Background: an optimization exercise with open tools, aiming at small area and a short achievable clock period. Do not read the settings as production practice.
The RTL was checked by simulation tests, not by an equivalence proof against the original design.
No activity file was given, so power comes from the tool's default toggle rates.

==> design.v <==
module c_inv  (input a, output y);                      assign y = ~a;                          endmodule
module c_nand2(input a, input b, output y);             assign y = ~(a & b);                    endmodule
module c_nor2 (input a, input b, output y);             assign y = ~(a | b);                    endmodule
module c_xor2 (input a, input b, output y);             assign y = a ^ b;                       endmodule
module c_xnor2(input a, input b, output y);             assign y = ~(a ^ b);                    endmodule
module c_aoi21(input a1, input a2, input b1, output y); assign y = ~((a1 & a2) | b1);           endmodule
module c_oai21(input a1, input a2, input b1, output y); assign y = ~((a1 | a2) & b1);           endmodule
module c_nand3(input a, input b, input c, output y);    assign y = ~(a & b & c);                endmodule
module c_nand4(input a, input b, input c, input d, output y); assign y = ~(a & b & c & d);      endmodule
module c_nor3 (input a, input b, input c, output y);    assign y = ~(a | b | c);                endmodule
module c_or3  (input a, input b, input c, output y);    assign y = a | b | c;                   endmodule
module c_and3 (input a, input b, input c, output y);    assign y = a & b & c;                   endmodule
module c_and4 (input a, input b, input c, input d, output y); assign y = a & b & c & d;         endmodule
module c_a22oi(input a1, input a2, input b1, input b2, output y); assign y = ~((a1 & a2) | (b1 & b2)); endmodule
module c_mux2 (input a, input b, input s, output y);    assign y = s ? b : a;                   endmodule
module ao222_n(input a1, input a2, input b1, input b2, input c1, input c2, output y);
assign y = ~((a1 & a2) | (b1 & b2) | (c1 & c2));
endmodule
module mx2n(input a, input b, input s, output y);
assign y = ~(s ? b : a);
endmodule
module rf_bit(
	input  [31:1] sel,
	input  [31:1] val,
	input         e,
	input         v,
	output        q
);
wire [10:0] t;    
genvar k;
generate
	for (k = 0; k < 10; k = k + 1) begin : g3
		ao222_n u(.a1(sel[3*k+1]), .a2(val[3*k+1]), .b1(sel[3*k+2]), .b2(val[3*k+2]),
		          .c1(sel[3*k+3]), .c2(val[3*k+3]), .y(t[k]));
	end
endgenerate
c_a22oi u10(.a1(sel[31]), .a2(val[31]), .b1(e), .b2(v), .y(t[10]));
wire h0, h1, h2;
c_and4 n0(.a(t[0]), .b(t[1]), .c(t[2]), .d(t[3]), .y(h0));
c_and4 n1(.a(t[4]), .b(t[5]), .c(t[6]), .d(t[7]), .y(h1));
c_and3 n2(.a(t[8]), .b(t[9]), .c(t[10]), .y(h2));
c_nand3 o(.a(h0), .b(h1), .c(h2), .y(q));
endmodule
module rf_bit_n(
	input  [31:1] sel,
	input  [31:1] val,
	output        qn
);
wire [10:0] t;    
genvar k;
generate
	for (k = 0; k < 10; k = k + 1) begin : g3
		ao222_n u(.a1(sel[3*k+1]), .a2(val[3*k+1]), .b1(sel[3*k+2]), .b2(val[3*k+2]),
		          .c1(sel[3*k+3]), .c2(val[3*k+3]), .y(t[k]));
	end
endgenerate
c_nand2 u10(.a(sel[31]), .b(val[31]), .y(t[10]));
wire h0, h1, h2;
c_nand4 n0(.a(t[0]), .b(t[1]), .c(t[2]), .d(t[3]), .y(h0));
c_nand4 n1(.a(t[4]), .b(t[5]), .c(t[6]), .d(t[7]), .y(h1));
c_nand3 n2(.a(t[8]), .b(t[9]), .c(t[10]), .y(h2));
c_nor3  o(.a(h0), .b(h1), .c(h2), .y(qn));
endmodule
module dec5(input [4:0] a, input en, output [31:1] y);
wire [3:0] lo = {a[1] & a[0], a[1] & ~a[0], ~a[1] & a[0], ~a[1] & ~a[0]};
wire [7:0] hi;
genvar k;
generate
	for (k = 0; k < 8; k = k + 1) begin : h
		assign hi[k] = en & (a[4:2] == k);
	end
	for (k = 1; k < 32; k = k + 1) begin : d
		assign y[k] = lo[k % 4] & hi[k / 4];
	end
endgenerate
endmodule
module shifter(input [31:0] x, input rev, input [4:0] s, output [31:0] y);
wire [31:0] x0, l1, l2, l3, l4;
genvar i;
generate
	for (i = 0; i < 32; i = i + 1) begin : b
		mx2n m0(.a(x[i]), .b(x[31-i]), .s(rev), .y(x0[i]));    
		if (i < 31) mx2n m1(.a(x0[i]), .b(x0[i+1]), .s(s[0]), .y(l1[i]));
		else        assign l1[i] = ~(x0[i] | s[0]);
		if (i < 30) mx2n m2(.a(l1[i]), .b(l1[i+2]), .s(s[1]), .y(l2[i]));
		else        assign l2[i] = ~(l1[i] & ~s[1]);
		if (i < 28) mx2n m3(.a(l2[i]), .b(l2[i+4]), .s(s[2]), .y(l3[i]));
		else        assign l3[i] = ~(l2[i] | s[2]);
		if (i < 24) mx2n m4(.a(l3[i]), .b(l3[i+8]), .s(s[3]), .y(l4[i]));
		else        assign l4[i] = ~(l3[i] & ~s[3]);
		if (i < 16) mx2n m5(.a(l4[i]), .b(l4[i+16]), .s(s[4]), .y(y[i]));
		else        assign y[i] = ~(l4[i] | s[4]);
	end
endgenerate
endmodule
module wb_bit(
	input en_add, input v_add,
	input en_srl, input v_srl,
	input en_sll, input v_sll,
	input en_ld, input v_ld,
	input en_lui, input v_lui,
	input lx, input la, input x, input an,   
	output y
);
assign y = (en_add & v_add) | (en_srl & v_srl) | (en_sll & v_sll) |
           (en_ld & v_ld) | (en_lui & v_lui) | (lx & x) | (la & an);
endmodule
module add12z(input [31:0] a, input [11:0] b, output [31:0] s);
wire c12;
add12 lo(.a(a[11:0]), .b(b), .s(s[11:0]), .co(c12));
wire [19:0] pa;
hi_pre hp(.a(a[31:12]), .pa(pa));
hi_inc hi(.a(a[31:12]), .pa(pa), .c(c12), .s(s[31:12]));
endmodule
module add12zn(input [31:0] an, input [11:0] b, output [31:0] s);
wire c12;
add12n lo(.an(an[11:0]), .b(b), .s(s[11:0]), .co(c12));
wire [19:0] pa;
hi_pre_n hp(.an(an[31:12]), .pa(pa));
genvar j;
generate
	for (j = 0; j < 20; j = j + 1) begin : g
		wire t;
		c_nand2 n(.a(pa[j]), .b(c12), .y(t));
		c_xor2 x(.a(an[12+j]), .b(t), .y(s[12+j]));
	end
endgenerate
endmodule
module hi_pre_n(input [19:0] an, output [19:0] pa);
genvar j;
assign pa[0] = 1'b1;
generate
	for (j = 1; j < 20; j = j + 1) begin : g
		assign pa[j] = ~|an[j-1:0];
	end
endgenerate
endmodule
module hi_pre(input [19:0] a, output [19:0] pa);
genvar j;
assign pa[0] = 1'b1;
generate
	for (j = 1; j < 20; j = j + 1) begin : g
		assign pa[j] = &a[j-1:0];
	end
endgenerate
endmodule
module hi_inc(input [19:0] a, input [19:0] pa, input c, output [19:0] s);
genvar j;
generate
	for (j = 0; j < 20; j = j + 1) begin : g
		wire t;
		c_nand2 n(.a(pa[j]), .b(c), .y(t));
		c_xnor2 x(.a(a[j]), .b(t), .y(s[j]));
	end
endgenerate
endmodule
module pc_next(input [31:0] pc, input [11:0] immb, input take, output [31:0] nxt);
wire cb, c1;
wire [11:0] lb, l1;
add12 lo(.a(pc[11:0]), .b(immb), .s(lb), .co(cb));
assign l1 = pc[11:0] + 12'd1;
assign c1 = &pc[11:0];
wire [19:0] pa;
hi_pre hp(.a(pc[31:12]), .pa(pa));
wire c = take ? cb : c1;
hi_inc hi(.a(pc[31:12]), .pa(pa), .c(c), .s(nxt[31:12]));
assign nxt[11:0] = take ? lb : l1;
endmodule
module alu(
	input  [31:0] a,           
	input  [31:0] d,           
	input  [31:0] instruction,
	input         is_rtype,
	input         is_itype,
	input         is_load,
	input         is_lui,
	input  [31:0] din,         
	output [31:0] wdata,
	output        eq           
);
wire [2:0] f3 = instruction[14:12];
wire do_sub = is_rtype & (instruction[30] | f3[1]);
wire [31:0] as;
wire co;
add32 u_as(.a(a), .b(d ^ {32{do_sub}}), .ci(do_sub), .s(as), .co(co));
wire ltu = ~co;
wire big = |d[31:5];
wire is_shift = (is_rtype | is_itype) & ~f3[1] & f3[0];
wire [31:0] sh;
shifter u_sh(.x(a), .rev(~f3[2]), .s(d[4:0]), .y(sh));
wire [31:0] x = a ^ d;
wire lx = (is_rtype | is_itype) & f3[2] & ~f3[0];           
wire la = (is_rtype | is_itype) & f3[2] & f3[1];            
wire en_add  = (is_rtype | is_itype) & (f3 == 3'b000);
wire en_slt  = is_rtype & (f3 == 3'b010);
wire en_srl  = is_shift & f3[2] & ~big;
wire en_sll  = is_shift & ~f3[2] & ~big;
wire [31:0] wb;
genvar i;
generate
	for (i = 0; i < 32; i = i + 1) begin : w
		wb_bit u(.en_add(en_add), .v_add(as[i]),
		         .en_srl(en_srl), .v_srl(sh[i]), .en_sll(en_sll), .v_sll(sh[31-i]),
		         .en_ld(is_load), .v_ld(din[i]),
		         .en_lui(is_lui), .v_lui(i >= 12 ? instruction[i] : 1'b0),
		         .lx(lx), .la(la), .x(x[i]), .an(a[i] & d[i]), .y(wb[i]));
	end
endgenerate
assign wdata = {wb[31:1], wb[0] | (en_slt & ltu)};
assign eq = ~(|x);
endmodule
module add32(input [31:0] a, input [31:0] b, input ci, output [31:0] s, output co);
wire w1;
c_xnor2 u1(.a(a[0]), .b(b[0]), .y(w1));
wire w2;
c_xnor2 u2(.a(a[1]), .b(b[1]), .y(w2));
wire w3;
c_xnor2 u3(.a(a[2]), .b(b[2]), .y(w3));
wire w4;
c_xnor2 u4(.a(a[3]), .b(b[3]), .y(w4));
wire w5;
c_xnor2 u5(.a(a[4]), .b(b[4]), .y(w5));
wire w6;
c_xnor2 u6(.a(a[5]), .b(b[5]), .y(w6));
wire w7;
c_xnor2 u7(.a(a[6]), .b(b[6]), .y(w7));
wire w8;
c_xnor2 u8(.a(a[7]), .b(b[7]), .y(w8));
wire w9;
c_xnor2 u9(.a(a[8]), .b(b[8]), .y(w9));
wire w10;
c_xnor2 u10(.a(a[9]), .b(b[9]), .y(w10));
wire w11;
c_xnor2 u11(.a(a[10]), .b(b[10]), .y(w11));
wire w12;
c_xnor2 u12(.a(a[11]), .b(b[11]), .y(w12));
wire w13;
c_xnor2 u13(.a(a[12]), .b(b[12]), .y(w13));
wire w14;
c_xnor2 u14(.a(a[13]), .b(b[13]), .y(w14));
wire w15;
c_xnor2 u15(.a(a[14]), .b(b[14]), .y(w15));
wire w16;
c_xnor2 u16(.a(a[15]), .b(b[15]), .y(w16));
wire w17;
c_xnor2 u17(.a(a[16]), .b(b[16]), .y(w17));
wire w18;
c_xnor2 u18(.a(a[17]), .b(b[17]), .y(w18));
wire w19;
c_xnor2 u19(.a(a[18]), .b(b[18]), .y(w19));
wire w20;
c_xnor2 u20(.a(a[19]), .b(b[19]), .y(w20));
wire w21;
c_xnor2 u21(.a(a[20]), .b(b[20]), .y(w21));
wire w22;
c_xnor2 u22(.a(a[21]), .b(b[21]), .y(w22));
wire w23;
c_xnor2 u23(.a(a[22]), .b(b[22]), .y(w23));
wire w24;
c_xnor2 u24(.a(a[23]), .b(b[23]), .y(w24));
wire w25;
c_xnor2 u25(.a(a[24]), .b(b[24]), .y(w25));
wire w26;
c_xnor2 u26(.a(a[25]), .b(b[25]), .y(w26));
wire w27;
c_xnor2 u27(.a(a[26]), .b(b[26]), .y(w27));
wire w28;
c_xnor2 u28(.a(a[27]), .b(b[27]), .y(w28));
wire w29;
c_xnor2 u29(.a(a[28]), .b(b[28]), .y(w29));
wire w30;
c_xnor2 u30(.a(a[29]), .b(b[29]), .y(w30));
wire w31;
c_xnor2 u31(.a(a[30]), .b(b[30]), .y(w31));
wire w32;
c_xnor2 u32(.a(a[31]), .b(b[31]), .y(w32));
wire w33;
c_nand2 u33(.a(a[0]), .b(b[0]), .y(w33));
wire w34;
c_nand2 u34(.a(a[1]), .b(b[1]), .y(w34));
wire w35;
c_nand2 u35(.a(a[2]), .b(b[2]), .y(w35));
wire w36;
c_nand2 u36(.a(a[3]), .b(b[3]), .y(w36));
wire w37;
c_nand2 u37(.a(a[4]), .b(b[4]), .y(w37));
wire w38;
c_nand2 u38(.a(a[5]), .b(b[5]), .y(w38));
wire w39;
c_nand2 u39(.a(a[6]), .b(b[6]), .y(w39));
wire w40;
c_nand2 u40(.a(a[7]), .b(b[7]), .y(w40));
wire w41;
c_nand2 u41(.a(a[8]), .b(b[8]), .y(w41));
wire w42;
c_nand2 u42(.a(a[9]), .b(b[9]), .y(w42));
wire w43;
c_nand2 u43(.a(a[10]), .b(b[10]), .y(w43));
wire w44;
c_nand2 u44(.a(a[11]), .b(b[11]), .y(w44));
wire w45;
c_nand2 u45(.a(a[12]), .b(b[12]), .y(w45));
wire w46;
c_nand2 u46(.a(a[13]), .b(b[13]), .y(w46));
wire w47;
c_nand2 u47(.a(a[14]), .b(b[14]), .y(w47));
wire w48;
c_nand2 u48(.a(a[15]), .b(b[15]), .y(w48));
wire w49;
c_nand2 u49(.a(a[16]), .b(b[16]), .y(w49));
wire w50;
c_nand2 u50(.a(a[17]), .b(b[17]), .y(w50));
wire w51;
c_nand2 u51(.a(a[18]), .b(b[18]), .y(w51));
wire w52;
c_nand2 u52(.a(a[19]), .b(b[19]), .y(w52));
wire w53;
c_nand2 u53(.a(a[20]), .b(b[20]), .y(w53));
wire w54;
c_nand2 u54(.a(a[21]), .b(b[21]), .y(w54));
wire w55;
c_nand2 u55(.a(a[22]), .b(b[22]), .y(w55));
wire w56;
c_nand2 u56(.a(a[23]), .b(b[23]), .y(w56));
wire w57;
c_nand2 u57(.a(a[24]), .b(b[24]), .y(w57));
wire w58;
c_nand2 u58(.a(a[25]), .b(b[25]), .y(w58));
wire w59;
c_nand2 u59(.a(a[26]), .b(b[26]), .y(w59));
wire w60;
c_nand2 u60(.a(a[27]), .b(b[27]), .y(w60));
wire w61;
c_nand2 u61(.a(a[28]), .b(b[28]), .y(w61));
wire w62;
c_nand2 u62(.a(a[29]), .b(b[29]), .y(w62));
wire w63;
c_nand2 u63(.a(a[30]), .b(b[30]), .y(w63));
wire w64;
c_nand2 u64(.a(a[31]), .b(b[31]), .y(w64));
wire w65;
c_inv u65(.a(ci), .y(w65));
wire w66;
c_oai21 u66(.a1(w1), .a2(w65), .b1(w33), .y(w66));
wire w67;
c_inv u67(.a(w66), .y(w67));
wire w68;
c_oai21 u68(.a1(w2), .a2(w67), .b1(w34), .y(w68));
wire w69;
c_oai21 u69(.a1(w4), .a2(w35), .b1(w36), .y(w69));
wire w70;
c_nor2 u70(.a(w4), .b(w3), .y(w70));
wire w71;
c_oai21 u71(.a1(w6), .a2(w37), .b1(w38), .y(w71));
wire w72;
c_nor2 u72(.a(w6), .b(w5), .y(w72));
wire w73;
c_oai21 u73(.a1(w8), .a2(w39), .b1(w40), .y(w73));
wire w74;
c_nor2 u74(.a(w8), .b(w7), .y(w74));
wire w75;
c_oai21 u75(.a1(w10), .a2(w41), .b1(w42), .y(w75));
wire w76;
c_nor2 u76(.a(w10), .b(w9), .y(w76));
wire w77;
c_oai21 u77(.a1(w12), .a2(w43), .b1(w44), .y(w77));
wire w78;
c_nor2 u78(.a(w12), .b(w11), .y(w78));
wire w79;
c_oai21 u79(.a1(w14), .a2(w45), .b1(w46), .y(w79));
wire w80;
c_nor2 u80(.a(w14), .b(w13), .y(w80));
wire w81;
c_oai21 u81(.a1(w16), .a2(w47), .b1(w48), .y(w81));
wire w82;
c_nor2 u82(.a(w16), .b(w15), .y(w82));
wire w83;
c_oai21 u83(.a1(w18), .a2(w49), .b1(w50), .y(w83));
wire w84;
c_nor2 u84(.a(w18), .b(w17), .y(w84));
wire w85;
c_oai21 u85(.a1(w20), .a2(w51), .b1(w52), .y(w85));
wire w86;
c_nor2 u86(.a(w20), .b(w19), .y(w86));
wire w87;
c_oai21 u87(.a1(w22), .a2(w53), .b1(w54), .y(w87));
wire w88;
c_nor2 u88(.a(w22), .b(w21), .y(w88));
wire w89;
c_oai21 u89(.a1(w24), .a2(w55), .b1(w56), .y(w89));
wire w90;
c_nor2 u90(.a(w24), .b(w23), .y(w90));
wire w91;
c_oai21 u91(.a1(w26), .a2(w57), .b1(w58), .y(w91));
wire w92;
c_nor2 u92(.a(w26), .b(w25), .y(w92));
wire w93;
c_oai21 u93(.a1(w28), .a2(w59), .b1(w60), .y(w93));
wire w94;
c_nor2 u94(.a(w28), .b(w27), .y(w94));
wire w95;
c_oai21 u95(.a1(w30), .a2(w61), .b1(w62), .y(w95));
wire w96;
c_nor2 u96(.a(w30), .b(w29), .y(w96));
wire w97;
c_oai21 u97(.a1(w32), .a2(w63), .b1(w64), .y(w97));
wire w98;
c_nor2 u98(.a(w32), .b(w31), .y(w98));
wire w99;
c_inv u99(.a(w68), .y(w99));
wire w100;
c_oai21 u100(.a1(w3), .a2(w99), .b1(w35), .y(w100));
wire w101;
c_aoi21 u101(.a1(w70), .a2(w68), .b1(w69), .y(w101));
wire w102;
c_inv u102(.a(w71), .y(w102));
wire w103;
c_inv u103(.a(w72), .y(w103));
wire w104;
c_oai21 u104(.a1(w7), .a2(w102), .b1(w39), .y(w104));
wire w105;
c_nor2 u105(.a(w7), .b(w103), .y(w105));
wire w106;
c_aoi21 u106(.a1(w74), .a2(w71), .b1(w73), .y(w106));
wire w107;
c_nand2 u107(.a(w74), .b(w72), .y(w107));
wire w108;
c_inv u108(.a(w75), .y(w108));
wire w109;
c_inv u109(.a(w76), .y(w109));
wire w110;
c_oai21 u110(.a1(w11), .a2(w108), .b1(w43), .y(w110));
wire w111;
c_nor2 u111(.a(w11), .b(w109), .y(w111));
wire w112;
c_aoi21 u112(.a1(w78), .a2(w75), .b1(w77), .y(w112));
wire w113;
c_nand2 u113(.a(w78), .b(w76), .y(w113));
wire w114;
c_inv u114(.a(w79), .y(w114));
wire w115;
c_inv u115(.a(w80), .y(w115));
wire w116;
c_oai21 u116(.a1(w15), .a2(w114), .b1(w47), .y(w116));
wire w117;
c_nor2 u117(.a(w15), .b(w115), .y(w117));
wire w118;
c_aoi21 u118(.a1(w82), .a2(w79), .b1(w81), .y(w118));
wire w119;
c_nand2 u119(.a(w82), .b(w80), .y(w119));
wire w120;
c_inv u120(.a(w83), .y(w120));
wire w121;
c_inv u121(.a(w84), .y(w121));
wire w122;
c_oai21 u122(.a1(w19), .a2(w120), .b1(w51), .y(w122));
wire w123;
c_nor2 u123(.a(w19), .b(w121), .y(w123));
wire w124;
c_aoi21 u124(.a1(w86), .a2(w83), .b1(w85), .y(w124));
wire w125;
c_nand2 u125(.a(w86), .b(w84), .y(w125));
wire w126;
c_inv u126(.a(w87), .y(w126));
wire w127;
c_inv u127(.a(w88), .y(w127));
wire w128;
c_oai21 u128(.a1(w23), .a2(w126), .b1(w55), .y(w128));
wire w129;
c_nor2 u129(.a(w23), .b(w127), .y(w129));
wire w130;
c_aoi21 u130(.a1(w90), .a2(w87), .b1(w89), .y(w130));
wire w131;
c_nand2 u131(.a(w90), .b(w88), .y(w131));
wire w132;
c_inv u132(.a(w91), .y(w132));
wire w133;
c_inv u133(.a(w92), .y(w133));
wire w134;
c_oai21 u134(.a1(w27), .a2(w132), .b1(w59), .y(w134));
wire w135;
c_nor2 u135(.a(w27), .b(w133), .y(w135));
wire w136;
c_aoi21 u136(.a1(w94), .a2(w91), .b1(w93), .y(w136));
wire w137;
c_nand2 u137(.a(w94), .b(w92), .y(w137));
wire w138;
c_inv u138(.a(w95), .y(w138));
wire w139;
c_inv u139(.a(w96), .y(w139));
wire w140;
c_oai21 u140(.a1(w31), .a2(w138), .b1(w63), .y(w140));
wire w141;
c_nor2 u141(.a(w31), .b(w139), .y(w141));
wire w142;
c_aoi21 u142(.a1(w98), .a2(w95), .b1(w97), .y(w142));
wire w143;
c_nand2 u143(.a(w98), .b(w96), .y(w143));
wire w144;
c_oai21 u144(.a1(w5), .a2(w101), .b1(w37), .y(w144));
wire w145;
c_inv u145(.a(w101), .y(w145));
wire w146;
c_aoi21 u146(.a1(w72), .a2(w145), .b1(w71), .y(w146));
wire w147;
c_aoi21 u147(.a1(w105), .a2(w145), .b1(w104), .y(w147));
wire w148;
c_oai21 u148(.a1(w107), .a2(w101), .b1(w106), .y(w148));
wire w149;
c_oai21 u149(.a1(w13), .a2(w112), .b1(w45), .y(w149));
wire w150;
c_nor2 u150(.a(w13), .b(w113), .y(w150));
wire w151;
c_inv u151(.a(w112), .y(w151));
wire w152;
c_inv u152(.a(w113), .y(w152));
wire w153;
c_aoi21 u153(.a1(w80), .a2(w151), .b1(w79), .y(w153));
wire w154;
c_nand2 u154(.a(w80), .b(w152), .y(w154));
wire w155;
c_aoi21 u155(.a1(w117), .a2(w151), .b1(w116), .y(w155));
wire w156;
c_nand2 u156(.a(w117), .b(w152), .y(w156));
wire w157;
c_oai21 u157(.a1(w119), .a2(w112), .b1(w118), .y(w157));
wire w158;
c_nor2 u158(.a(w119), .b(w113), .y(w158));
wire w159;
c_oai21 u159(.a1(w21), .a2(w124), .b1(w53), .y(w159));
wire w160;
c_nor2 u160(.a(w21), .b(w125), .y(w160));
wire w161;
c_inv u161(.a(w124), .y(w161));
wire w162;
c_inv u162(.a(w125), .y(w162));
wire w163;
c_aoi21 u163(.a1(w88), .a2(w161), .b1(w87), .y(w163));
wire w164;
c_nand2 u164(.a(w88), .b(w162), .y(w164));
wire w165;
c_aoi21 u165(.a1(w129), .a2(w161), .b1(w128), .y(w165));
wire w166;
c_nand2 u166(.a(w129), .b(w162), .y(w166));
wire w167;
c_oai21 u167(.a1(w131), .a2(w124), .b1(w130), .y(w167));
wire w168;
c_nor2 u168(.a(w131), .b(w125), .y(w168));
wire w169;
c_oai21 u169(.a1(w29), .a2(w136), .b1(w61), .y(w169));
wire w170;
c_nor2 u170(.a(w29), .b(w137), .y(w170));
wire w171;
c_inv u171(.a(w136), .y(w171));
wire w172;
c_inv u172(.a(w137), .y(w172));
wire w173;
c_aoi21 u173(.a1(w96), .a2(w171), .b1(w95), .y(w173));
wire w174;
c_nand2 u174(.a(w96), .b(w172), .y(w174));
wire w175;
c_aoi21 u175(.a1(w141), .a2(w171), .b1(w140), .y(w175));
wire w176;
c_nand2 u176(.a(w141), .b(w172), .y(w176));
wire w177;
c_oai21 u177(.a1(w143), .a2(w136), .b1(w142), .y(w177));
wire w178;
c_nor2 u178(.a(w143), .b(w137), .y(w178));
wire w179;
c_inv u179(.a(w148), .y(w179));
wire w180;
c_oai21 u180(.a1(w9), .a2(w179), .b1(w41), .y(w180));
wire w181;
c_aoi21 u181(.a1(w76), .a2(w148), .b1(w75), .y(w181));
wire w182;
c_aoi21 u182(.a1(w111), .a2(w148), .b1(w110), .y(w182));
wire w183;
c_oai21 u183(.a1(w113), .a2(w179), .b1(w112), .y(w183));
wire w184;
c_aoi21 u184(.a1(w150), .a2(w148), .b1(w149), .y(w184));
wire w185;
c_oai21 u185(.a1(w154), .a2(w179), .b1(w153), .y(w185));
wire w186;
c_oai21 u186(.a1(w156), .a2(w179), .b1(w155), .y(w186));
wire w187;
c_aoi21 u187(.a1(w158), .a2(w148), .b1(w157), .y(w187));
wire w188;
c_inv u188(.a(w167), .y(w188));
wire w189;
c_inv u189(.a(w168), .y(w189));
wire w190;
c_oai21 u190(.a1(w25), .a2(w188), .b1(w57), .y(w190));
wire w191;
c_nor2 u191(.a(w25), .b(w189), .y(w191));
wire w192;
c_aoi21 u192(.a1(w92), .a2(w167), .b1(w91), .y(w192));
wire w193;
c_nand2 u193(.a(w92), .b(w168), .y(w193));
wire w194;
c_aoi21 u194(.a1(w135), .a2(w167), .b1(w134), .y(w194));
wire w195;
c_nand2 u195(.a(w135), .b(w168), .y(w195));
wire w196;
c_oai21 u196(.a1(w137), .a2(w188), .b1(w136), .y(w196));
wire w197;
c_nor2 u197(.a(w137), .b(w189), .y(w197));
wire w198;
c_aoi21 u198(.a1(w170), .a2(w167), .b1(w169), .y(w198));
wire w199;
c_nand2 u199(.a(w170), .b(w168), .y(w199));
wire w200;
c_oai21 u200(.a1(w174), .a2(w188), .b1(w173), .y(w200));
wire w201;
c_nor2 u201(.a(w174), .b(w189), .y(w201));
wire w202;
c_oai21 u202(.a1(w176), .a2(w188), .b1(w175), .y(w202));
wire w203;
c_nor2 u203(.a(w176), .b(w189), .y(w203));
wire w204;
c_aoi21 u204(.a1(w178), .a2(w167), .b1(w177), .y(w204));
wire w205;
c_nand2 u205(.a(w178), .b(w168), .y(w205));
wire w206;
c_oai21 u206(.a1(w17), .a2(w187), .b1(w49), .y(w206));
wire w207;
c_inv u207(.a(w187), .y(w207));
wire w208;
c_aoi21 u208(.a1(w84), .a2(w207), .b1(w83), .y(w208));
wire w209;
c_aoi21 u209(.a1(w123), .a2(w207), .b1(w122), .y(w209));
wire w210;
c_oai21 u210(.a1(w125), .a2(w187), .b1(w124), .y(w210));
wire w211;
c_aoi21 u211(.a1(w160), .a2(w207), .b1(w159), .y(w211));
wire w212;
c_oai21 u212(.a1(w164), .a2(w187), .b1(w163), .y(w212));
wire w213;
c_oai21 u213(.a1(w166), .a2(w187), .b1(w165), .y(w213));
wire w214;
c_aoi21 u214(.a1(w168), .a2(w207), .b1(w167), .y(w214));
wire w215;
c_aoi21 u215(.a1(w191), .a2(w207), .b1(w190), .y(w215));
wire w216;
c_oai21 u216(.a1(w193), .a2(w187), .b1(w192), .y(w216));
wire w217;
c_oai21 u217(.a1(w195), .a2(w187), .b1(w194), .y(w217));
wire w218;
c_aoi21 u218(.a1(w197), .a2(w207), .b1(w196), .y(w218));
wire w219;
c_oai21 u219(.a1(w199), .a2(w187), .b1(w198), .y(w219));
wire w220;
c_aoi21 u220(.a1(w201), .a2(w207), .b1(w200), .y(w220));
wire w221;
c_aoi21 u221(.a1(w203), .a2(w207), .b1(w202), .y(w221));
wire w222;
c_oai21 u222(.a1(w205), .a2(w187), .b1(w204), .y(w222));
wire w223;
c_xnor2 u223(.a(w1), .b(ci), .y(w223));
assign s[0] = w223;
wire w224;
c_xnor2 u224(.a(w2), .b(w66), .y(w224));
assign s[1] = w224;
wire w225;
c_xnor2 u225(.a(w3), .b(w68), .y(w225));
assign s[2] = w225;
wire w226;
c_xnor2 u226(.a(w4), .b(w100), .y(w226));
assign s[3] = w226;
wire w227;
c_xor2 u227(.a(w5), .b(w101), .y(w227));
assign s[4] = w227;
wire w228;
c_xnor2 u228(.a(w6), .b(w144), .y(w228));
assign s[5] = w228;
wire w229;
c_xor2 u229(.a(w7), .b(w146), .y(w229));
assign s[6] = w229;
wire w230;
c_xor2 u230(.a(w8), .b(w147), .y(w230));
assign s[7] = w230;
wire w231;
c_xnor2 u231(.a(w9), .b(w148), .y(w231));
assign s[8] = w231;
wire w232;
c_xnor2 u232(.a(w10), .b(w180), .y(w232));
assign s[9] = w232;
wire w233;
c_xor2 u233(.a(w11), .b(w181), .y(w233));
assign s[10] = w233;
wire w234;
c_xor2 u234(.a(w12), .b(w182), .y(w234));
assign s[11] = w234;
wire w235;
c_xnor2 u235(.a(w13), .b(w183), .y(w235));
assign s[12] = w235;
wire w236;
c_xor2 u236(.a(w14), .b(w184), .y(w236));
assign s[13] = w236;
wire w237;
c_xnor2 u237(.a(w15), .b(w185), .y(w237));
assign s[14] = w237;
wire w238;
c_xnor2 u238(.a(w16), .b(w186), .y(w238));
assign s[15] = w238;
wire w239;
c_xor2 u239(.a(w17), .b(w187), .y(w239));
assign s[16] = w239;
wire w240;
c_xnor2 u240(.a(w18), .b(w206), .y(w240));
assign s[17] = w240;
wire w241;
c_xor2 u241(.a(w19), .b(w208), .y(w241));
assign s[18] = w241;
wire w242;
c_xor2 u242(.a(w20), .b(w209), .y(w242));
assign s[19] = w242;
wire w243;
c_xnor2 u243(.a(w21), .b(w210), .y(w243));
assign s[20] = w243;
wire w244;
c_xor2 u244(.a(w22), .b(w211), .y(w244));
assign s[21] = w244;
wire w245;
c_xnor2 u245(.a(w23), .b(w212), .y(w245));
assign s[22] = w245;
wire w246;
c_xnor2 u246(.a(w24), .b(w213), .y(w246));
assign s[23] = w246;
wire w247;
c_xor2 u247(.a(w25), .b(w214), .y(w247));
assign s[24] = w247;
wire w248;
c_xor2 u248(.a(w26), .b(w215), .y(w248));
assign s[25] = w248;
wire w249;
c_xnor2 u249(.a(w27), .b(w216), .y(w249));
assign s[26] = w249;
wire w250;
c_xnor2 u250(.a(w28), .b(w217), .y(w250));
assign s[27] = w250;
wire w251;
c_xor2 u251(.a(w29), .b(w218), .y(w251));
assign s[28] = w251;
wire w252;
c_xnor2 u252(.a(w30), .b(w219), .y(w252));
assign s[29] = w252;
wire w253;
c_xor2 u253(.a(w31), .b(w220), .y(w253));
assign s[30] = w253;
wire w254;
c_xor2 u254(.a(w32), .b(w221), .y(w254));
assign s[31] = w254;
assign co = w222;
endmodule
module add12(input [11:0] a, input [11:0] b, output [11:0] s, output co);
wire w1;
c_xnor2 u1(.a(a[0]), .b(b[0]), .y(w1));
wire w2;
c_xnor2 u2(.a(a[1]), .b(b[1]), .y(w2));
wire w3;
c_xnor2 u3(.a(a[2]), .b(b[2]), .y(w3));
wire w4;
c_xnor2 u4(.a(a[3]), .b(b[3]), .y(w4));
wire w5;
c_xnor2 u5(.a(a[4]), .b(b[4]), .y(w5));
wire w6;
c_xnor2 u6(.a(a[5]), .b(b[5]), .y(w6));
wire w7;
c_xnor2 u7(.a(a[6]), .b(b[6]), .y(w7));
wire w8;
c_xnor2 u8(.a(a[7]), .b(b[7]), .y(w8));
wire w9;
c_xnor2 u9(.a(a[8]), .b(b[8]), .y(w9));
wire w10;
c_xnor2 u10(.a(a[9]), .b(b[9]), .y(w10));
wire w11;
c_xnor2 u11(.a(a[10]), .b(b[10]), .y(w11));
wire w12;
c_xnor2 u12(.a(a[11]), .b(b[11]), .y(w12));
wire w13;
c_nand2 u13(.a(a[0]), .b(b[0]), .y(w13));
wire w14;
c_nand2 u14(.a(a[1]), .b(b[1]), .y(w14));
wire w15;
c_nand2 u15(.a(a[2]), .b(b[2]), .y(w15));
wire w16;
c_nand2 u16(.a(a[3]), .b(b[3]), .y(w16));
wire w17;
c_nand2 u17(.a(a[4]), .b(b[4]), .y(w17));
wire w18;
c_nand2 u18(.a(a[5]), .b(b[5]), .y(w18));
wire w19;
c_nand2 u19(.a(a[6]), .b(b[6]), .y(w19));
wire w20;
c_nand2 u20(.a(a[7]), .b(b[7]), .y(w20));
wire w21;
c_nand2 u21(.a(a[8]), .b(b[8]), .y(w21));
wire w22;
c_nand2 u22(.a(a[9]), .b(b[9]), .y(w22));
wire w23;
c_nand2 u23(.a(a[10]), .b(b[10]), .y(w23));
wire w24;
c_nand2 u24(.a(a[11]), .b(b[11]), .y(w24));
wire w25;
c_oai21 u25(.a1(w2), .a2(w13), .b1(w14), .y(w25));
wire w26;
c_oai21 u26(.a1(w4), .a2(w15), .b1(w16), .y(w26));
wire w27;
c_nor2 u27(.a(w4), .b(w3), .y(w27));
wire w28;
c_oai21 u28(.a1(w6), .a2(w17), .b1(w18), .y(w28));
wire w29;
c_nor2 u29(.a(w6), .b(w5), .y(w29));
wire w30;
c_oai21 u30(.a1(w8), .a2(w19), .b1(w20), .y(w30));
wire w31;
c_nor2 u31(.a(w8), .b(w7), .y(w31));
wire w32;
c_oai21 u32(.a1(w10), .a2(w21), .b1(w22), .y(w32));
wire w33;
c_nor2 u33(.a(w10), .b(w9), .y(w33));
wire w34;
c_oai21 u34(.a1(w12), .a2(w23), .b1(w24), .y(w34));
wire w35;
c_nor2 u35(.a(w12), .b(w11), .y(w35));
wire w36;
c_inv u36(.a(w25), .y(w36));
wire w37;
c_oai21 u37(.a1(w3), .a2(w36), .b1(w15), .y(w37));
wire w38;
c_aoi21 u38(.a1(w27), .a2(w25), .b1(w26), .y(w38));
wire w39;
c_inv u39(.a(w28), .y(w39));
wire w40;
c_inv u40(.a(w29), .y(w40));
wire w41;
c_oai21 u41(.a1(w7), .a2(w39), .b1(w19), .y(w41));
wire w42;
c_nor2 u42(.a(w7), .b(w40), .y(w42));
wire w43;
c_aoi21 u43(.a1(w31), .a2(w28), .b1(w30), .y(w43));
wire w44;
c_nand2 u44(.a(w31), .b(w29), .y(w44));
wire w45;
c_inv u45(.a(w32), .y(w45));
wire w46;
c_inv u46(.a(w33), .y(w46));
wire w47;
c_oai21 u47(.a1(w11), .a2(w45), .b1(w23), .y(w47));
wire w48;
c_nor2 u48(.a(w11), .b(w46), .y(w48));
wire w49;
c_aoi21 u49(.a1(w35), .a2(w32), .b1(w34), .y(w49));
wire w50;
c_nand2 u50(.a(w35), .b(w33), .y(w50));
wire w51;
c_oai21 u51(.a1(w5), .a2(w38), .b1(w17), .y(w51));
wire w52;
c_inv u52(.a(w38), .y(w52));
wire w53;
c_aoi21 u53(.a1(w29), .a2(w52), .b1(w28), .y(w53));
wire w54;
c_aoi21 u54(.a1(w42), .a2(w52), .b1(w41), .y(w54));
wire w55;
c_oai21 u55(.a1(w44), .a2(w38), .b1(w43), .y(w55));
wire w56;
c_inv u56(.a(w55), .y(w56));
wire w57;
c_oai21 u57(.a1(w9), .a2(w56), .b1(w21), .y(w57));
wire w58;
c_aoi21 u58(.a1(w33), .a2(w55), .b1(w32), .y(w58));
wire w59;
c_aoi21 u59(.a1(w48), .a2(w55), .b1(w47), .y(w59));
wire w60;
c_oai21 u60(.a1(w50), .a2(w56), .b1(w49), .y(w60));
wire w61;
c_inv u61(.a(w1), .y(w61));
assign s[0] = w61;
wire w62;
c_xor2 u62(.a(w2), .b(w13), .y(w62));
assign s[1] = w62;
wire w63;
c_xnor2 u63(.a(w3), .b(w25), .y(w63));
assign s[2] = w63;
wire w64;
c_xnor2 u64(.a(w4), .b(w37), .y(w64));
assign s[3] = w64;
wire w65;
c_xor2 u65(.a(w5), .b(w38), .y(w65));
assign s[4] = w65;
wire w66;
c_xnor2 u66(.a(w6), .b(w51), .y(w66));
assign s[5] = w66;
wire w67;
c_xor2 u67(.a(w7), .b(w53), .y(w67));
assign s[6] = w67;
wire w68;
c_xor2 u68(.a(w8), .b(w54), .y(w68));
assign s[7] = w68;
wire w69;
c_xnor2 u69(.a(w9), .b(w55), .y(w69));
assign s[8] = w69;
wire w70;
c_xnor2 u70(.a(w10), .b(w57), .y(w70));
assign s[9] = w70;
wire w71;
c_xor2 u71(.a(w11), .b(w58), .y(w71));
assign s[10] = w71;
wire w72;
c_xor2 u72(.a(w12), .b(w59), .y(w72));
assign s[11] = w72;
assign co = w60;
endmodule
module add12n(input [11:0] an, input [11:0] b, output [11:0] s, output co);
wire w1;
c_xnor2 u1(.a(an[0]), .b(b[0]), .y(w1));
wire w2;
c_xnor2 u2(.a(an[1]), .b(b[1]), .y(w2));
wire w3;
c_xnor2 u3(.a(an[2]), .b(b[2]), .y(w3));
wire w4;
c_xnor2 u4(.a(an[3]), .b(b[3]), .y(w4));
wire w5;
c_xnor2 u5(.a(an[4]), .b(b[4]), .y(w5));
wire w6;
c_xnor2 u6(.a(an[5]), .b(b[5]), .y(w6));
wire w7;
c_xnor2 u7(.a(an[6]), .b(b[6]), .y(w7));
wire w8;
c_xnor2 u8(.a(an[7]), .b(b[7]), .y(w8));
wire w9;
c_xnor2 u9(.a(an[8]), .b(b[8]), .y(w9));
wire w10;
c_xnor2 u10(.a(an[9]), .b(b[9]), .y(w10));
wire w11;
c_xnor2 u11(.a(an[10]), .b(b[10]), .y(w11));
wire w12;
c_xnor2 u12(.a(an[11]), .b(b[11]), .y(w12));
wire w13;
c_inv u13(.a(b[0]), .y(w13));
wire w14;
c_nor2 u14(.a(an[0]), .b(w13), .y(w14));
wire w15;
c_inv u15(.a(b[1]), .y(w15));
wire w16;
c_nor2 u16(.a(an[1]), .b(w15), .y(w16));
wire w17;
c_inv u17(.a(b[2]), .y(w17));
wire w18;
c_nor2 u18(.a(an[2]), .b(w17), .y(w18));
wire w19;
c_inv u19(.a(b[3]), .y(w19));
wire w20;
c_nor2 u20(.a(an[3]), .b(w19), .y(w20));
wire w21;
c_inv u21(.a(b[4]), .y(w21));
wire w22;
c_nor2 u22(.a(an[4]), .b(w21), .y(w22));
wire w23;
c_inv u23(.a(b[5]), .y(w23));
wire w24;
c_nor2 u24(.a(an[5]), .b(w23), .y(w24));
wire w25;
c_inv u25(.a(b[6]), .y(w25));
wire w26;
c_nor2 u26(.a(an[6]), .b(w25), .y(w26));
wire w27;
c_inv u27(.a(b[7]), .y(w27));
wire w28;
c_nor2 u28(.a(an[7]), .b(w27), .y(w28));
wire w29;
c_inv u29(.a(b[8]), .y(w29));
wire w30;
c_nor2 u30(.a(an[8]), .b(w29), .y(w30));
wire w31;
c_inv u31(.a(b[9]), .y(w31));
wire w32;
c_nor2 u32(.a(an[9]), .b(w31), .y(w32));
wire w33;
c_inv u33(.a(b[10]), .y(w33));
wire w34;
c_nor2 u34(.a(an[10]), .b(w33), .y(w34));
wire w35;
c_inv u35(.a(b[11]), .y(w35));
wire w36;
c_nor2 u36(.a(an[11]), .b(w35), .y(w36));
wire w37;
c_aoi21 u37(.a1(w2), .a2(w14), .b1(w16), .y(w37));
wire w38;
c_aoi21 u38(.a1(w4), .a2(w18), .b1(w20), .y(w38));
wire w39;
c_nand2 u39(.a(w4), .b(w3), .y(w39));
wire w40;
c_aoi21 u40(.a1(w6), .a2(w22), .b1(w24), .y(w40));
wire w41;
c_nand2 u41(.a(w6), .b(w5), .y(w41));
wire w42;
c_aoi21 u42(.a1(w8), .a2(w26), .b1(w28), .y(w42));
wire w43;
c_nand2 u43(.a(w8), .b(w7), .y(w43));
wire w44;
c_aoi21 u44(.a1(w10), .a2(w30), .b1(w32), .y(w44));
wire w45;
c_nand2 u45(.a(w10), .b(w9), .y(w45));
wire w46;
c_aoi21 u46(.a1(w12), .a2(w34), .b1(w36), .y(w46));
wire w47;
c_nand2 u47(.a(w12), .b(w11), .y(w47));
wire w48;
c_inv u48(.a(w37), .y(w48));
wire w49;
c_aoi21 u49(.a1(w3), .a2(w48), .b1(w18), .y(w49));
wire w50;
c_oai21 u50(.a1(w39), .a2(w37), .b1(w38), .y(w50));
wire w51;
c_inv u51(.a(w40), .y(w51));
wire w52;
c_inv u52(.a(w41), .y(w52));
wire w53;
c_aoi21 u53(.a1(w7), .a2(w51), .b1(w26), .y(w53));
wire w54;
c_nand2 u54(.a(w7), .b(w52), .y(w54));
wire w55;
c_oai21 u55(.a1(w43), .a2(w40), .b1(w42), .y(w55));
wire w56;
c_nor2 u56(.a(w43), .b(w41), .y(w56));
wire w57;
c_inv u57(.a(w44), .y(w57));
wire w58;
c_inv u58(.a(w45), .y(w58));
wire w59;
c_aoi21 u59(.a1(w11), .a2(w57), .b1(w34), .y(w59));
wire w60;
c_nand2 u60(.a(w11), .b(w58), .y(w60));
wire w61;
c_oai21 u61(.a1(w47), .a2(w44), .b1(w46), .y(w61));
wire w62;
c_nor2 u62(.a(w47), .b(w45), .y(w62));
wire w63;
c_aoi21 u63(.a1(w5), .a2(w50), .b1(w22), .y(w63));
wire w64;
c_inv u64(.a(w50), .y(w64));
wire w65;
c_oai21 u65(.a1(w41), .a2(w64), .b1(w40), .y(w65));
wire w66;
c_oai21 u66(.a1(w54), .a2(w64), .b1(w53), .y(w66));
wire w67;
c_aoi21 u67(.a1(w56), .a2(w50), .b1(w55), .y(w67));
wire w68;
c_inv u68(.a(w67), .y(w68));
wire w69;
c_aoi21 u69(.a1(w9), .a2(w68), .b1(w30), .y(w69));
wire w70;
c_oai21 u70(.a1(w45), .a2(w67), .b1(w44), .y(w70));
wire w71;
c_oai21 u71(.a1(w60), .a2(w67), .b1(w59), .y(w71));
wire w72;
c_aoi21 u72(.a1(w62), .a2(w68), .b1(w61), .y(w72));
assign s[0] = w1;
wire w73;
c_xor2 u73(.a(w2), .b(w14), .y(w73));
assign s[1] = w73;
wire w74;
c_xnor2 u74(.a(w3), .b(w37), .y(w74));
assign s[2] = w74;
wire w75;
c_xnor2 u75(.a(w4), .b(w49), .y(w75));
assign s[3] = w75;
wire w76;
c_xor2 u76(.a(w5), .b(w50), .y(w76));
assign s[4] = w76;
wire w77;
c_xnor2 u77(.a(w6), .b(w63), .y(w77));
assign s[5] = w77;
wire w78;
c_xor2 u78(.a(w7), .b(w65), .y(w78));
assign s[6] = w78;
wire w79;
c_xor2 u79(.a(w8), .b(w66), .y(w79));
assign s[7] = w79;
wire w80;
c_xnor2 u80(.a(w9), .b(w67), .y(w80));
assign s[8] = w80;
wire w81;
c_xnor2 u81(.a(w10), .b(w69), .y(w81));
assign s[9] = w81;
wire w82;
c_xor2 u82(.a(w11), .b(w70), .y(w82));
assign s[10] = w82;
wire w83;
c_xor2 u83(.a(w12), .b(w71), .y(w83));
assign s[11] = w83;
wire w84;
c_inv u84(.a(w72), .y(w84));
assign co = w84;
endmodule
module decoder(
	input  [31:0] instruction,
	output        is_load,
	output        is_store,
	output        is_branch,
	output        is_lui,
	output        is_rtype,
	output        is_itype,
	output        regwrite
);
wire b2 = instruction[2];
wire b4 = instruction[4];
wire b5 = instruction[5];
wire b6 = instruction[6];
assign is_load   = ~b5 & ~b4;
assign is_store  = b5 & ~b4 & ~b6;
assign is_branch = b6;
assign is_lui    = b2;
assign is_rtype  = b5 & b4 & ~b2;
assign is_itype  = ~b5 & b4;
assign regwrite  = b4 | ~b5;    
endmodule
module riscv(
	input clk,
	input reset,
	output [31:0] iram_addr,
	input  [31:0] iram_data,
	output dram_read,
	output dram_write,
	output [31:0] dram_addr,
	output [31:0] dram_data_out,
	input  [31:0] dram_data_in
);
reg [31:0] pc;
reg [31:0] registers [1:31];
assign iram_addr = pc;
wire [31:0] instruction = iram_data;
wire [4:0] rd  = instruction[11:7];
wire [4:0] rs1 = instruction[19:15];
wire [4:0] rs2 = instruction[24:20];
wire is_load, is_store, is_branch, is_lui, is_rtype, is_itype, regwrite;
decoder decoder1(.instruction(instruction), .is_load(is_load), .is_store(is_store),
	.is_branch(is_branch), .is_lui(is_lui), .is_rtype(is_rtype), .is_itype(is_itype),
	.regwrite(regwrite));
wire [31:1] sel1, sel2;
wire [31:1] sel1b;
dec5 d1(.a(rs1), .en(1'b1), .y(sel1));
dec5 d1b(.a(rs1), .en(1'b1), .y(sel1b));
dec5 d2(.a(rs2), .en(~is_itype), .y(sel2));
wire [31:0] immI = {20'd0, instruction[31:20]};
wire [31:0] rs1_n, rs1_val, rs2_val;
genvar g, k;
generate
	for (g = 0; g < 32; g = g + 1) begin : rd_bit
		wire [31:1] col;
		for (k = 1; k < 32; k = k + 1) begin : c
			assign col[k] = registers[k][g];
		end
		rf_bit_n p1(.sel(g < 16 ? sel1 : sel1b), .val(col), .qn(rs1_n[g]));
		c_inv i1(.a(rs1_n[g]), .y(rs1_val[g]));
		rf_bit p2(.sel(sel2), .val(col), .e(is_itype), .v(immI[g]), .q(rs2_val[g]));
	end
endgenerate
wire [11:0] imm12 = is_store ? {instruction[31:25], instruction[11:7]} : instruction[31:20];
wire [31:0] addr_sum;
add12zn u_addr(.an(rs1_n), .b(imm12), .s(addr_sum));
wire [31:0] wdata;
wire eq;
alu alu1(.a(rs1_val), .d(rs2_val), .instruction(instruction), .is_rtype(is_rtype),
	.is_itype(is_itype), .is_load(is_load), .is_lui(is_lui),
	.din(dram_data_in), .wdata(wdata), .eq(eq));
assign dram_addr = addr_sum;
assign dram_data_out = rs2_val;
assign dram_write = is_store;
assign dram_read = is_load;
always @(posedge clk) begin
	if (regwrite && rd != 5'd0)
		registers[rd] <= wdata;
end
wire take = is_branch & eq;
wire [31:0] pc_nxt;
pc_next u_pcn(.pc(pc), .immb({instruction[31], instruction[7], instruction[30:25], instruction[11:8]}),
	.take(take), .nxt(pc_nxt));
always @(posedge clk) begin
	if (reset) pc <= 32'd0;
	else pc <= pc_nxt;
end
endmodule
==> flow/run.sh <==
#!/bin/bash
# The standard layout (the standard.sh, all ORFS steps), with one change:
# the port buffers that global placement inserts on every input and output are
# sky130_fd_sc_hd__buf_2 rather than the tool's default pick (a slow delay cell).
set -euo pipefail
export BUFFER_PORTS_ARGS="-buffer_cell sky130_fd_sc_hd__buf_2"
bash standard.sh > standard.log 2>&1
==> standard.sh <==
#!/bin/bash
# synth_recipe.tcl (not shown) runs the flow's synth.tcl, then flattens the netlist and writes it again
# the make line also repeats each setting of config.mk as NAME=value (left out here)
make -C /OpenROAD-flow-scripts/flow DESIGN_CONFIG=/design/flow/config.mk WORK_HOME=/design/flow/orfs CLKGATE_MAP_FILE= SYNTH_SCRIPT=/design/flow/synth_recipe.tcl "${@:-finish}"
==> config.mk <==
export PLATFORM = sky130hd
export DESIGN_NAME = riscv
export DESIGN_NICKNAME = riscv
export VERILOG_FILES = /design/flow/design.v
export SDC_FILE = /design/flow/constraint.sdc
export NUM_CORES = 4
export LEC_CHECK = 0
export CAP_MARGIN = 20
export CORE_MARGIN = 2
export CORE_UTILIZATION = 40
export CTS_BUF_LIST = sky130_fd_sc_hd__clkbuf_8
export SETUP_SLACK_MARGIN = 4
export SLEW_MARGIN = 20
export SYNTH_HIERARCHICAL = 1
==> constraint.sdc <==
create_clock -name core_clock -period 12.0 [get_ports {clk}]
set_input_delay 2.4000 -clock core_clock [delete_from_list [all_inputs] [get_ports {clk}]]
set_output_delay 2.4000 -clock core_clock [all_outputs]
set_load 0.01 [all_outputs]
==> results of run 1 <==
[kinds of logic after synthesis]
group                      after synthesis
buffers and inverters                  220
and+or+nand+nor                        828
AOI/OAI and AO/OA                      909
muxes                                  167
other                                    5
xor gates and xnor gates               185
DFF                                   1024
adders and majority gates               33
[per-module statistics from Yosys, one instance, submodules excluded, a selection]
module,copies in the design,area (um^2),flops+latches
riscv,1,30940,1024
add32,1,240.2,0
dec5,3,230.2,0
hi_pre,1,209.0,0
add12n,1,90.09,0
c_and4,64,8.758,0
c_xor2,47,8.758,0
c_nand4,64,6.256,0
[state kept, by name (all words and copies together), names as in the netlist]
register	count
pc	32
registers	992
[where the power goes]
group / switching, W / leakage [nW] / internal (W)
sequential: 0.0000193 / 9.28 / 0.00405
clock: 0.00144 / 1.71 / 0.00139
combinational: 0.000962 / 7.78 / 0.000407
total: 0.00243 / 18.8 / 0.00585
[what timing repair did]
action / 4_1_cts / 5_1_grt
pin swaps: 55 / 37
endpoints found under the setup margin: 491 / 361
cloned: 8 / 2
resized for setup: 111 / 34
setup buffers: 61 / 28
[cell usage after synthesis, drive strengths merged, types with 6 or more instances]
master / instances / area [um^2]
and4: 67 / 586.8
o21ai: 77 / 385.4
ha: 33 / 412.9
inv: 103 / 386.6
clkbuf: 19 / 72.56
nand4b: 12 / 105.1
and2: 7 / 46.29
dfxtp: 32 / 640.6
nand3: 104 / 530.5
a222oi: 672 / 6726
nand4bb: 12 / 135.1
and3: 38 / 239.0
buf: 98 / 734.4
edfxtp: 992 / 29790
nor4: 24 / 201.4
nor2: 209 / 784.5
xnor2: 137 / 1200
mux2: 6 / 67.56
a22oi: 96 / 880.8
nand2b: 17 / 106.4
xor2: 48 / 420.4
nor3: 39 / 365.3
nand4: 77 / 515.5
or3: 7 / 45.05
mux2i: 161 / 1612
nor2b: 32 / 200.2
or4: 8 / 60.06
a21oi: 52 / 455.4
nand2: 159 / 596.8
[critical path: cells and delay by family]
family,cells,cell delay (ps)
buffers and inverters,8,1260
and+or+nand+nor,5,1160
AOI/OAI and AO/OA,5,890
xor gates and xnor gates,2,290
[per-stage QoR]
stage	instance area (um^2)	util [%]	instances
4_1_cts	56590	47.11	5596
6_report	57050	47.49	5632
3_3_place_gp	52500	43.70	5225
3_5_place_dp	52550	43.74	5227
2_1_floorplan	48910	-	3416
5_1_grt	57040	47.49	5629
[layout make-up]
class | instances | area [um^2] | area share (%)
Timing Repair Buffer | 410 | 2964 | 5.195
Sequential cell | 1024 | 30430 | 53.34
Timing Repair inverter | 3 | 22.52 | 0.03948
Clock inverter | 133 | 716.9 | 1.257
Multi-Input combinational cell | 2175 | 18200 | 31.90
Antenna cell | 5 | 12.51 | 0.02193
Inverter | 103 | 394.1 | 0.6908
Tap cell | 1612 | 2017 | 3.535
Clock buffer | 167 | 2298 | 4.029
[layer usage]
metal	track usage (%)	share of wire (%)	up-vias
li1	-	-	15930
met1	40.14	36	19600
met2	43.54	41	3768
met3	11.63	16	653
met4	16.96	6.4	10
met5	0.3462	0.099	-
[worst min-delay path by stage]
stage | from | end | cells after the start
after floorplan | pc[31] | pc[31] | 2
final | pc[31] | pc[31] | 2
after detailed placement | pc[31] | pc[31] | 2
after CTS | pc[31] | pc[31] | 2
after global placement | pc[31] | pc[31] | 2
after global routing | pc[31] | pc[31] | 2
[cells in the final DEF (no fill, tap or decap), types with 130 or more instances in the layout]
cell / n
nand2_1: 137
inv_1: 149
mux2i_1: 161
xnor2_1: 130
buf_4: 210
a222oi_1: 672
buf_2: 157
edfxtp_1: 992
clkbuf_8: 167
nor2_1: 131
==> impl_metrics.toml, run 1 <==
[setup_path]
setup.worst_path.end = "dram_addr[22]"
crit_path_cell_trace = "buf_8, or2_4, nor2_1, buf_6, buf_4, buf_4, a222oi_1, nand4_1, nor3_4, xnor2_2, a21oi_2, o21ai_1, a21oi_2, inv_2, a21oi_4, buf_12, clkinvlp_4, nand2_2, xor2_2, buf_2"
cp-end-kind = "output pin"
slowest_delay_ps = 370
regToRegStartpoint = "registers[22][14]"
reg_to_reg_slack_setup_ps = 6280
criticalPathCategory = "in -> out"
critical_path_required_ps = 9600
crit_path_start = "iram_data[15]"
worstRegToRegCells = 15
critPathSlowestCell = "nand4_1"
cp_data_arrival_time_ps = 6020
path_max_fanout = 9
r2r_end = "registers[6][21]"
cp-start-kind = "primary input"

[timing]
setup_slack_ps = 3584
finalSetupTns_ps = 0
setup-violations-final = 0
rsz0062_at_grt = "true"
final_count_of_pins_violating_max_slew = 0
final_min_period_over_clock_period_pct = 70.14
timing.clock.skew_ps = 68.27
timing_hold_violations_final = 0
relSlewSlack_pct = 17.57
fin_crit_ps = 8416
holdWs_ps = 578.1
max_clock_freq_mhz = 118.8
max_slew.worst_pin.slew_ps = 1230

[cts]
htreeDepth = 4
clkTransAtPathRegs_ps = 60
cts_tree = "built"
cts_root_buffer = "clkbuf_8"
numCtsBuffers = 164
cts_hold_repair.buffers = 0
largest_buffer_count_on_any_clock_path = 3
clkLatencyLatePin_ps = 890
clk_sink_count = 1024

[place]
routabilityCongestion = 1.064
port_buffers = 160
post_dp_hpwl_mm = 123.2
detailedPlace.worstSlack_ps = 2245

[synth]
synth_simple_gate_area_share_pct = 9.639
synth.cell_area_mm2 = 0.04857
synth.lib_cells_used.distinct = 56
synth-main-ff-cell = "edfxtp_1"
synth_edf_count = 992
main_combinational_cell_family_by_area_after_synthesis = "compound AO/OA/AOI/OAI gates"
synth-adder-area-share_pct = 0.8501
synth.ff_latch_count = 1024
average_cell_area_after_synthesis_um2 = 14.41
synthMuxAreaShare_pct = 3.457
asyncSetResetFlopFracSynth_pct = 0
synth_xor_xnor_area_share_pct = 3.336
sequential_area_share_after_synthesis_pct = 62.65
synthCells = 3371
synth-compound-area-share_pct = 17.57
yosysWarningCount = 7

[outcome]
status = "no timing/DRC/antenna violations"

[pwr]
static_leakage_nw = 18.77
power.density_cell_area_mw_per_mm2 = 145.0
power_w = 0.008273
vdd_ir_drop_max_mv = 0.1191

[min_path]
hold_path.class = "reg -> reg"

[routing]
detail_route.drc_violations = 0
drt-total-wl_mm = 199.8
avgRoutedWirePerCell_um = 35.47
vias = 39960
final_antenna_net_count = 0
drt_iter0_drc = 9690
firstDrtPassIters = 11
drt-vias-per-instance = 7.095

[floorplanning]
die_area_mm2 = 0.1242
die_x_um = 352.5
design.portCount = 164
initial_core_util_pct = 40.43
core_mm2 = 0.1201
floorplan.die.height_um = 352.5
std_cell_rows = 127

[global_route]
number_of_global_route_vias_before_repair = 36800
globalRoute.totalOverflow = 0
grt_max_degree = 39
grt_first_pass_wirelength_mm = 271.9
grt_use_total_pct = 30.65
grt_antenna_before_repair = 12

[layout]
nets = 3980
fillerInstances = 10670
areaGrowthSynthToFinish_pct = 17.46
post_route_cells_drive_above_1_share_pct = 22.86

[job]
max_cap_violations = 0
==> inputs of run 2 (changes only) <==
--- a/design.v
+++ b/design.v
@@ -156,2 +156,17 @@
 endmodule
+module c_fa(input a, input b, input ci, output s, output co);
+assign s = a ^ b ^ ci;
+assign co = (a & b) | (ci & (a ^ b));
+endmodule
+module rca12(input [11:0] a, input [11:0] b, output [11:0] s, output co);
+wire [12:0] c;
+assign c[0] = 1'b0;
+genvar i;
+generate
+	for (i = 0; i < 12; i = i + 1) begin : f
+		c_fa u(.a(a[i]), .b(b[i]), .ci(c[i]), .s(s[i]), .co(c[i+1]));
+	end
+endgenerate
+assign co = c[12];
+endmodule
 module pc_next(input [31:0] pc, input [11:0] immb, input take, output [31:0] nxt);
@@ -159,3 +174,3 @@
 wire [11:0] lb, l1;
-add12 lo(.a(pc[11:0]), .b(immb), .s(lb), .co(cb));
+rca12 lo(.a(pc[11:0]), .b(immb), .s(lb), .co(cb));
 assign l1 = pc[11:0] + 12'd1;
--- a/config.mk
+++ b/config.mk
@@ -11,2 +11,4 @@
 export CTS_BUF_LIST = sky130_fd_sc_hd__clkbuf_8
+export CTS_CLUSTER_DIAMETER = 90
+export CTS_CLUSTER_SIZE = 14
 export SETUP_SLACK_MARGIN = 4
==> impl_metrics.toml, run 2 <==
[outcome]
status = "no timing/DRC/antenna violations"

[min_path]
hold_path.class = "reg -> reg"
min_to = "pc[31]"
min_from = "pc[31]"
number_of_cells_traversed_by_the_worst_hold_path = 2

[layout]
areaGrowthSynthToFinish_pct = 14.59
layout.area.seq_mm2 = 0.03043
largest_register_ff_count = 992
layout_commonest_cell = "edfxtp_1"
reg_top3 = "registers: 992 flops, pc: 32 flops"
top_register = "registers"
most-common-layout-cells = "edfxtp_1, a222oi_1, buf_4"
instances_no_fill = 5393
fillerInstances = 10660
post_route_cells_drive_above_1_share_pct = 21.48
nets = 3869
multiInputGateArea_mm2 = 0.01809

[pwr]
power.density_cell_area_mw_per_mm2 = 129.4
pwr-share-comb_pct = 18.5
internal_power_w = 0.005096
power_frac_seq_pct = 56.7
switching_share_pct = 28.85
netSwitchingPower_w = 0.002066
vdd_ir_drop_max_mv = 0.09655
static_leakage_nw = 17.89
power.clock.fraction_pct = 24.9

[floorplanning]
floorplan.die.height_um = 351.5
design.portCount = 164
std_cell_rows = 127
die_area_mm2 = 0.1235
die_x_um = 351.5
core_mm2 = 0.1198
initial_core_util_pct = 40.30

[setup_path]
worstRegToRegCells = 18
regToRegStartpoint = "pc[0]"
path_max_fanout = 6
r2r_end = "pc[25]"
cp_data_arrival_time_ps = 6170
criticalPathCategory = "in -> out"
reg_to_reg_slack_setup_ps = 5890
cp-end-kind = "output pin"
cp-start-kind = "primary input"
critical_path_required_ps = 9600

[synth]
ys_top_cells_by_area = "edfxtp_1, a222oi_1, mux2i_1, xnor2_1, nor2_1"
average_cell_area_after_synthesis_um2 = 14.63
sequential_area_share_after_synthesis_pct = 63.01
synth_commonest_cells = "edfxtp_1, a222oi_1, nor2_1"
synth_top_area_share_pct = 61.69
synthCells = 3300
most_numerous_cell_in_the_yosys_netlist = "edfxtp_1"
asyncSetResetFlopFracSynth_pct = 0
synth.cell_area_mm2 = 0.04829
yosys.area.top_type = "edfxtp_1"
synth.lib_cells_used.distinct = 57
synth.ff_latch_count = 1024
synth_edf_count = 992
yosysWarningCount = 7
synth-main-ff-cell = "edfxtp_1"

[routing]
avgRoutedWirePerCell_um = 34.25
vias = 37960
drt_iter0_drc = 8712
final_antenna_net_count = 0
drt-total-wl_mm = 184.7
drt-vias-per-instance = 7.039
firstDrtPassIters = 13
detail_route.drc_violations = 0

[timing]
final_min_period_over_clock_period_pct = 71.45
fin_crit_ps = 8574
rsz0062_at_grt = "true"
finalSetupTns_ps = 0
timing_hold_violations_final = 0
setup-violations-final = 0
max_slew.worst_pin.slew_ps = 1048
relSlewSlack_pct = 30.14
final_count_of_pins_violating_max_slew = 0
max_clock_freq_mhz = 116.6
timing.clock.skew_ps = 79.28

[cts]
clkLatencyLatePin_ps = 790
cts_root_buffer = "clkbuf_8"
cts_tree = "built"
numCtsBuffers = 83
clkTransAtPathRegs_ps = 110
clk_sink_count = 1024
htreeDepth = 3
largest_buffer_count_on_any_clock_path = 3

[global_route]
grt_use_total_pct = 28.74
globalRoute.totalOverflow = 0
number_of_global_route_vias_before_repair = 35730
grt_max_degree = 40
grt_first_pass_wirelength_mm = 255.0
grt_antenna_before_repair = 1

[place]
post_dp_hpwl_mm = 115.4
routabilityCongestion = 0.9731
port_buffers = 160
placedCellCount = 5174

[job]
max_cap_violations = 0
==> run 2: changes by cell type after synthesis, moves of 8 or more <==
| cell | before | now |
|---|---|---|
| xnor2_1 | 137 | 120 |
| nand2_1 | 159 | 145 |
| o21ai_1 | 71 | 58 |
| buf_4 | 95 | 83 |
| fa_1 | 0 | 12 |
| inv_1 | 103 | 95 |
==> run 2: power groups by stage <==
stage	clock, W	sequential, W	combinational, W
floorplan	0	0.00413	0.000843
global placement	0	0.00414	0.00119
detailed placement	0	0.00414	0.00120
CTS	0.00180	0.00406	0.00127
global route	0.00192	0.00406	0.00139
finish	0.00178	0.00406	0.00132
==> run 2: layout make-up <==
type	instances	area share, %
diodes	6	0.02713
clock buffers	84	2.089
clock inverters	18	0.2125
inverters	95	0.6512
multi-input cells	2124	32.70
flip-flops and latches	1024	54.99
well taps	1612	3.645
repair buffers	428	5.662
repair inverters	2	0.02713
==> run 2: worst max path at each step <==
stage	to	from	slack (ps)
2_1_floorplan	dram_addr[12]	iram_data[19]	4120
3_3_place_gp	registers[14][27]	iram_data[5]	1860
3_5_place_dp	registers[16][14]	iram_data[5]	1940
4_1_cts	dram_addr[23]	iram_data[19]	3690
5_1_grt	dram_addr[21]	iram_data[19]	3410
6_report	dram_addr[18]	iram_data[19]	3430
==> run 2: cell families after synthesis <==
| kind of cell | after synthesis | share of synthesized area [%] |
|---|---|---|
| buf+inv | 200 | 2.223 |
| flops | 1024 | 63.01 |
| simple gates | 807 | 9.533 |
| other cells | 6 | 0.04664 |
| fa+ha+maj | 45 | 1.353 |
| compound gates | 889 | 17.41 |
| xor+xnor | 162 | 2.938 |
| mux | 167 | 3.477 |
==> run 2: routing by layer <==
layer	vias to the layer above	global-route usage, %	part of all wire, %
met5	-	0	0
met4	0	14.35	5.3
met3	494	7.658	14
met2	2982	44.08	44
met1	19000	37.67	36
li1	15490	-	-
==> run 2: what timing repair did <==
action	CTS	global route
pin swaps	63	21
buffers inserted	67	34
cloned	10	0
hold buffers	0	0
resized for setup	127	47
endpoints found under the setup margin	1081	516
==> run 2: critical path, stage by stage <==
cell	delay, ps
buf_16	110
nand4b_1	120
buf_4	160
nor2_4	50
buf_4	140
buf_2	190
a222oi_1	400
nand4_1	480
nor3_4	380
xnor2_2	150
a21oi_2	170
o21ai_2	70
a21oi_2	190
inv_2	90
a21oi_4	230
clkinvlp_4	220
buf_12	190
nand2_4	70
xor2_2	170
buf_2	170
==> run 2: Yosys stat by module, one instance, submodules excluded, a selection <==
| module | area [um^2] | cells inside | flops+latches |
|---|---|---|---|
| c_nand4 | 6.256 | 1 | 0 |
| c_and4 | 8.758 | 1 | 0 |
| wb_bit | 30.03 | 4 | 0 |
| pc_next | 371.6 | 62 | 0 |
| mx2n | 10.01 | 1 | 0 |
| hi_pre | 209.0 | 25 | 0 |
| c_fa | 20.02 | 1 | 0 |
| rca12 | 3.754 | 1 | 0 |
| add32 | 240.2 | 32 | 0 |
| c_nand3 | 5.005 | 1 | 0 |
| hi_pre_n | 176.4 | 30 | 0 |
| riscv | 30940 | 1114 | 1024 |
| add12n | 90.09 | 12 | 0 |
==> run 2: per-stage QoR <==
step | worst slack [ps] | util, % | area (um^2) | hold slack (ps) | total power (W)
2_1_floorplan | 4119 | - | 48630 | 580.1 | 0.004975
3_3_place_gp | 1864 | 43.69 | 52350 | 549.1 | 0.005332
3_5_place_dp | 1938 | 43.71 | 52370 | 561.7 | 0.005345
4_1_cts | 3691 | 45.78 | 54850 | 578.2 | 0.007121
5_1_grt | 3414 | 46.17 | 55320 | 619.6 | 0.007375
6_report | 3426 | 46.19 | 55340 | 571.4 | 0.007161

static timing again, ports no longer ideal:
In the flow no input, the clock included, has a driving cell. The finished layouts below were timed again as built, in two steps. Step 1 assumes that a clkbuf_16 drives the clock port and a buf_2 every other input. Step 2 adds t to the input delays and takes it off the output delays; t is the mean of the earliest and latest rising clock arrival at the registers after step 1. Input paths then give back, and output paths get back, about the clock's delay inside the block. Slacks: no drivers / after step 1 / after step 2; pairs: no drivers / after step 1.
| run | shift t [ns] | setup slack, ns | worst setup path after step 2 | worst register clock-pin slew, ns |
|---|---|---|---|---|
| run 1 | 0.931 | 3.584 / 3.324 / 3.132 | input to register | 0.07 / 0.07 |
| run 2 | 0.834 | 3.426 / 3.197 / 3.197 | input to output | 0.11 / 0.11 |
After both steps every run listed still meets setup and hold. For run 1, which loses most, drivers alone change the setup slack by -0.260 ns; drivers and shift together by -0.452 ns.
